What follows belongs to an exercise in optimizing a design on an open flow for small area; a production flow would make more cautious choices.
Only simulation tests tie the RTL to the original design; equivalence was not proved.

==> inputs of build 15 <==
==> flow/design.v (excerpt) <==
module MatrixMultiplier
    #(
        parameter WIDTH = 16
    )(
        input                            NRST,CLK,START,
        input      signed [WIDTH - 1: 0] A,B,
        output     signed [2*WIDTH  : 0] OUT,
        output                           OUT_STROBE
    );
  reg s1, s0;
  always @(posedge CLK or negedge NRST)
    if (!NRST) begin
      s1 <= 1'b0; s0 <= 1'b0;
    end else begin
      s1 <= s1 ^ s0;
      s0 <= s1 | (~s0 & START);
    end
  wire p1, np1;
  mm_phase u_phase (.s1(s1), .s0(s0), .p1(p1), .np1(np1));
  assign OUT_STROBE = s1 & s0;
  reg [2*WIDTH:0] Q;
  wire [WIDTH-1:0] nA = ~A, nB = ~B;
  wire one1 = B[0];
  wire two2 = B[1] & ~B[0];
  wire neg3 = ~B[1];
  wire twop4 = B[1];
  wire ot5 = B[0] | B[1];
  wire y6;
  mm_xor u_y6 (.a(A[0]), .b(twop4), .y(y6));
  wire y7;
  mm_xor u_y7 (.a(A[1]), .b(twop4), .y(y7));
  wire y8;
  mm_xor u_y8 (.a(A[2]), .b(twop4), .y(y8));
  wire y9;
  mm_xor u_y9 (.a(A[3]), .b(twop4), .y(y9));
  wire y10;
  mm_xor u_y10 (.a(A[4]), .b(twop4), .y(y10));
  wire y11;
  mm_xor u_y11 (.a(A[5]), .b(twop4), .y(y11));
  wire y12;
  mm_xor u_y12 (.a(A[6]), .b(twop4), .y(y12));
  wire y13;
  mm_xor u_y13 (.a(A[7]), .b(twop4), .y(y13));
  wire y14;
  mm_xor u_y14 (.a(A[8]), .b(twop4), .y(y14));
  wire y15;
  mm_xor u_y15 (.a(A[9]), .b(twop4), .y(y15));
  wire y16;
  mm_xor u_y16 (.a(A[10]), .b(twop4), .y(y16));
  wire y17;
  mm_xor u_y17 (.a(A[11]), .b(twop4), .y(y17));
  wire y18;
  mm_xor u_y18 (.a(A[12]), .b(twop4), .y(y18));
  wire y19;
  mm_xor u_y19 (.a(A[13]), .b(twop4), .y(y19));
  wire y20;
  mm_xor u_y20 (.a(A[14]), .b(twop4), .y(y20));
  wire y21;
  mm_xor u_y21 (.a(A[15]), .b(twop4), .y(y21));
  ...
Settings: LEC_CHECK=0, CAP_MARGIN=20, CORE_MARGIN=2, CORE_UTILIZATION=60, CTS_BUF_LIST=sky130_fd_sc_hd__clkbuf_4 sky130_fd_sc_hd__clkbuf_8, SLEW_MARGIN=20, SYNTH_HIERARCHICAL=1; clock period 7.5 ns.
standard.sh (not shown) runs the stock make flow with config.mk's settings and CLKGATE_MAP_FILE= SYNTH_SCRIPT=/design/flow/synth_recipe.tcl, a recipe that flattens the netlist after the stock synthesis.
==> flow/flow/run.sh <==
#!/bin/bash
# Layout flow: the standard ORFS flow (standard.sh, standard synthesis unchanged) with two
# changes:
#  1. after synthesis, flow/downsize.py sets the combinational cells ABC upsized back to their
#     drive-strength-1 variant (same footprint and function); repair_design / repair_timing in
#     the later steps size up again where timing needs it. Flip-flops are not touched.
#  2. buffer_ports gives every input and output port a sky130_fd_sc_hd__buf_2 instead of the
#     delay buffer it picks by default.
# Each step's full output goes to a log file in this folder.
set -euo pipefail
ARGS=("BUFFER_PORTS_ARGS=-buffer_cell sky130_fd_sc_hd__buf_2")
R=orfs/results/${FLOW_PLATFORM:-sky130hd}/MatrixMultiplier/base
bash standard.sh "${ARGS[@]}" synth > flow_synth.log 2>&1
python3 flow/downsize.py "$FLOW_HOME/platforms/sky130hd/lib/sky130_fd_sc_hd__tt_025C_1v80.lib" \
  "$R/1_2_yosys.v" > flow_downsize.log 2>&1
rm -f "$R/1_synth.odb"
bash standard.sh "${ARGS[@]}" finish > flow_finish.log 2>&1
Other scripts of this flow, unchanged in this note and not shown: flow/flow/downsize.py
==> inputs of trial 14, as changes to build 15 <==
--- a/flow/flow/run.sh
+++ b/flow/flow/run.sh
@@ -1,10 +1,11 @@
 #!/bin/bash
-# Layout flow: the standard ORFS flow (standard.sh, standard synthesis unchanged) with two
-# changes:
+# Layout flow: the standard ORFS flow (standard.sh, standard synthesis unchanged) with
+# these changes:
 #  1. after synthesis, flow/downsize.py sets the combinational cells ABC upsized back to their
 #     drive-strength-1 variant (same footprint and function); repair_design / repair_timing in
 #     the later steps size up again where timing needs it. Flip-flops are not touched.
 #  2. buffer_ports gives every input and output port a sky130_fd_sc_hd__buf_2 instead of the
-#     delay buffer it picks by default.
+#     delay buffer it picks by default; after global placement, flow/portbuf.tcl sets the
+#     output port buffers, and the input port buffers that feed few cells, to buf_1.
 # Each step's full output goes to a log file in this folder.
 set -euo pipefail
@@ -15,3 +16,5 @@
   "$R/1_2_yosys.v" > flow_downsize.log 2>&1
 rm -f "$R/1_synth.odb"
+bash standard.sh "${ARGS[@]}" 3_3_place_gp > flow_place_gp.log 2>&1
+PORTBUF_ODB="$R/3_3_place_gp.odb" openroad -no_init -exit flow/portbuf.tcl > flow_portbuf.log 2>&1
 bash standard.sh "${ARGS[@]}" finish > flow_finish.log 2>&1
==> flow/flow/portbuf.tcl (new file) <==
# Gives the port buffers that buffer_ports inserted (all sky130_fd_sc_hd__buf_2) a smaller
# drive where a smaller one does: sky130_fd_sc_hd__buf_1 on every output port (each drives only
# the port's load) and on the inputs that feed few cells. The following repair_design and
# repair_timing steps size them up again where needed. Every port keeps its buffer.
# usage: openroad -no_init -exit portbuf.tcl  (env PORTBUF_ODB = the odb to edit in place)
set odb $::env(PORTBUF_ODB)
read_db $odb
set db [ord::get_db]
set block [ord::get_db_block]
set small [$db findMaster sky130_fd_sc_hd__buf_1]
set n 0
foreach inst [$block getInsts] {
  set name [$inst getName]
  set master [[$inst getMaster] getName]
  if { $master ne "sky130_fd_sc_hd__buf_2" } { continue }
  if { [string match "output*" $name] } {
    $inst swapMaster $small
    incr n
  } elseif { [string match "input*" $name] } {
    set out [$inst findITerm X]
    set net [$out getNet]
    if { $net ne "NULL" && [llength [$net getITerms]] <= 5 } {
      $inst swapMaster $small
      incr n
    }
  }
}
puts "portbuf: $n port buffers set to sky130_fd_sc_hd__buf_1"
write_db $odb
==> inputs of build 68, as changes to build 15 <==
--- a/flow/flow/run.sh
+++ b/flow/flow/run.sh
@@ -1,10 +1,11 @@
 #!/bin/bash
-# Layout flow: the standard ORFS flow (standard.sh, standard synthesis unchanged) with two
-# changes:
+# Layout flow: the standard ORFS flow (standard.sh, standard synthesis unchanged) with
+# these changes:
 #  1. after synthesis, flow/downsize.py sets the combinational cells ABC upsized back to their
 #     drive-strength-1 variant (same footprint and function); repair_design / repair_timing in
 #     the later steps size up again where timing needs it. Flip-flops are not touched.
 #  2. buffer_ports gives every input and output port a sky130_fd_sc_hd__buf_2 instead of the
-#     delay buffer it picks by default.
+#     delay buffer it picks by default; after global placement, flow/portbuf.tcl sets the
+#     output port buffers, and the input port buffers that feed few cells, to buf_1.
 # Each step's full output goes to a log file in this folder.
 set -euo pipefail
@@ -15,3 +16,5 @@
   "$R/1_2_yosys.v" > flow_downsize.log 2>&1
 rm -f "$R/1_synth.odb"
+bash standard.sh "${ARGS[@]}" 3_3_place_gp > flow_place_gp.log 2>&1
+PORTBUF_ODB="$R/3_3_place_gp.odb" openroad -no_init -exit flow/portbuf.tcl > flow_portbuf.log 2>&1
 bash standard.sh "${ARGS[@]}" finish > flow_finish.log 2>&1
==> flow/flow/portbuf.tcl (new file) <==
# Gives the port buffers that buffer_ports inserted (all sky130_fd_sc_hd__buf_2) a smaller
# drive where a smaller one does: sky130_fd_sc_hd__buf_1 on every output port (each drives only
# the port's load) and on the inputs that feed few cells. The following repair_design and
# repair_timing steps size them up again where needed. Every port keeps its buffer.
# usage: openroad -no_init -exit portbuf.tcl  (env PORTBUF_ODB = the odb to edit in place)
set odb $::env(PORTBUF_ODB)
read_db $odb
set db [ord::get_db]
set block [ord::get_db_block]
set small [$db findMaster sky130_fd_sc_hd__buf_1]
set n 0
foreach inst [$block getInsts] {
  set name [$inst getName]
  set master [[$inst getMaster] getName]
  if { $master ne "sky130_fd_sc_hd__buf_2" } { continue }
  if { [string match "output*" $name] } {
    $inst swapMaster $small
    incr n
  } elseif { [string match "input*" $name] } {
    set out [$inst findITerm X]
    set net [$out getNet]
    if { $net ne "NULL" && [llength [$net getITerms]] <= 5 } {
      $inst swapMaster $small
      incr n
    }
  }
}
puts "portbuf: $n port buffers set to sky130_fd_sc_hd__buf_1"
write_db $odb
- GPL_TIMING_DRIVEN: default -> 0
==> inputs of build 35, as changes to build 15 <==
--- a/flow/flow/run.sh
+++ b/flow/flow/run.sh
@@ -1,10 +1,11 @@
 #!/bin/bash
-# Layout flow: the standard ORFS flow (standard.sh, standard synthesis unchanged) with two
-# changes:
+# Layout flow: the standard ORFS flow (standard.sh, standard synthesis unchanged) with
+# these changes:
 #  1. after synthesis, flow/downsize.py sets the combinational cells ABC upsized back to their
 #     drive-strength-1 variant (same footprint and function); repair_design / repair_timing in
 #     the later steps size up again where timing needs it. Flip-flops are not touched.
 #  2. buffer_ports gives every input and output port a sky130_fd_sc_hd__buf_2 instead of the
-#     delay buffer it picks by default.
+#     delay buffer it picks by default; after global placement, flow/portbuf.tcl sets the
+#     output port buffers, and the input port buffers that feed few cells, to buf_1.
 # Each step's full output goes to a log file in this folder.
 set -euo pipefail
@@ -15,3 +16,5 @@
   "$R/1_2_yosys.v" > flow_downsize.log 2>&1
 rm -f "$R/1_synth.odb"
+bash standard.sh "${ARGS[@]}" 3_3_place_gp > flow_place_gp.log 2>&1
+PORTBUF_ODB="$R/3_3_place_gp.odb" openroad -no_init -exit flow/portbuf.tcl > flow_portbuf.log 2>&1
 bash standard.sh "${ARGS[@]}" finish > flow_finish.log 2>&1
==> flow/flow/portbuf.tcl (new file) <==
# Gives the port buffers that buffer_ports inserted (all sky130_fd_sc_hd__buf_2) a smaller
# drive where a smaller one does: sky130_fd_sc_hd__buf_1 on every output port (each drives only
# the port's load) and on the inputs that feed few cells. The following repair_design and
# repair_timing steps size them up again where needed. Every port keeps its buffer.
# usage: openroad -no_init -exit portbuf.tcl  (env PORTBUF_ODB = the odb to edit in place)
set odb $::env(PORTBUF_ODB)
read_db $odb
set db [ord::get_db]
set block [ord::get_db_block]
set small [$db findMaster sky130_fd_sc_hd__buf_1]
set n 0
foreach inst [$block getInsts] {
  set name [$inst getName]
  set master [[$inst getMaster] getName]
  if { $master ne "sky130_fd_sc_hd__buf_2" } { continue }
  if { [string match "output*" $name] } {
    $inst swapMaster $small
    incr n
  } elseif { [string match "input*" $name] } {
    set out [$inst findITerm X]
    set net [$out getNet]
    if { $net ne "NULL" && [llength [$net getITerms]] <= 5 } {
      $inst swapMaster $small
      incr n
    }
  }
}
puts "portbuf: $n port buffers set to sky130_fd_sc_hd__buf_1"
write_db $odb
- GPL_TIMING_DRIVEN: default -> 0
- PLACE_DENSITY: default -> 0.8
==> key figures <==
Detailed routing
  – Drt wl/cell: between 20 and 25 um
  – First-iteration detailed-routing DRC count: between 300 and 400
  – Routed WL: approximately 19,000 um
  – Met2 Wirelength: 9470 um

Cells and area
  – Final Non-Filler Cells: between 800 and 900
  – Design Area, Final: ~7600 um2
  – Nets: between 900 and 1,000
  – Commonest cells after routing, fill and taps aside: fa_1 (133), xor2_1 (128), a22oi_1 (127)

Worst setup path
  – Critical Path AT: roughly 7.4 ns
  – CP max stage cell: and2b_1

Run status
  – Outcome: timing/DRC/antenna clean

GRT
  – Grt met2 use: 0.574
  – Vias in the first global route: just under 6,000
(the above is from build 15)
==> key figures <==
Detailed routing
  – Met2 Wirelength: roughly 9500 um
  – Drt wl/cell: 21.6 um
  – First-iteration detailed-routing DRC count: 431
  – Routed WL: around 19,000 um

Cells and area
  – Nets: 919
  – Design Area, Final: between 7000 and 8000 um2
  – Final Non-Filler Cells: 870

STA
  – Fin. Hold Viols: 0
  – Unrepaired setup endpoints after global routing: false

Run status
  – Outcome: timing/DRC/antenna clean

Yosys
  – Avg Cell Area, Syn: 10.8 um2

GRT
  – Vias in the first global route: approximately 5,700
  – Grt met2 use: 0.566

Clock network
  – CTS resizes: 0
(the above is from trial 14)
==> key figures <==
Detailed routing
  – First-iteration detailed-routing DRC count: around 600
  – Met2 Wirelength: about 8800 um
  – Routed WL: roughly 18,000 um
  – Drt wl/cell: between 20 and 25 um

Worst setup path
  – Critical Path AT: 7.39 ns
  – CP max stage cell: and2b_2

Hold path
  – Hold path start: Q[32]$_DFF_P_

GRT
  – Grt met2 use: 0.529

Cells and area
  – Nets: slightly below 900
  – Design Area, Final: ~7400 um2

Run status
  – Outcome: timing/DRC/antenna clean
(the above is from build 68)
==> key figures <==
Cells and area
  – Design Area, Final: approximately 7400 um2
  – Commonest cells after routing, fill and taps aside: fa_1 (133), xor2_1 (128), a22oi_1 (127)

Detailed routing
  – Drt wl/cell: approximately 21 um
  – Routed WL: about 18,000 um
  – Met2 Wirelength: between 9000 and 10,000 um

Worst setup path
  – Critical Path AT: around 7.5 ns
  – CP max stage cell: a211oi_2

Run status
  – Outcome: timing/DRC/antenna clean

GRT
  – Vias in the first global route: just under 6,000
(the above is from build 35)

[static timing again, ports no longer ideal]
The results above use ideal ports. As a check the final layouts listed here were re-extracted and re-timed, cells and wires unchanged.
Step 1 assumes that a clkbuf_16 drives the clock port and a buf_2 every other input.
Step 2 also shifts input and output timing later by t, the mid clock arrival at the registers, as if the neighbouring blocks saw the same clock.
Three values: ideal ports, drivers, drivers and shift; two values: the first two.
run	shift t [ns]	setup WS [ns]	hold WS [ns]	worst data-port slew with drivers (ns)
build 15	0.358	0.402 / 0.414 / 0.056	0.503 / 0.503 / 0.503	0.04
trial 14	0.356	0.421 / 0.432 / 0.075	0.497 / 0.497 / 0.497	0.04
build 68	0.351	0.317 / 0.332 / -0.019	0.490 / 0.490 / 0.490	0.05
build 35	0.350	0.202 / 0.211 / -0.139	0.486 / 0.486 / 0.486	0.04
Met with ideal ports but missed after step 2: setup timing in build 68 and build 35.
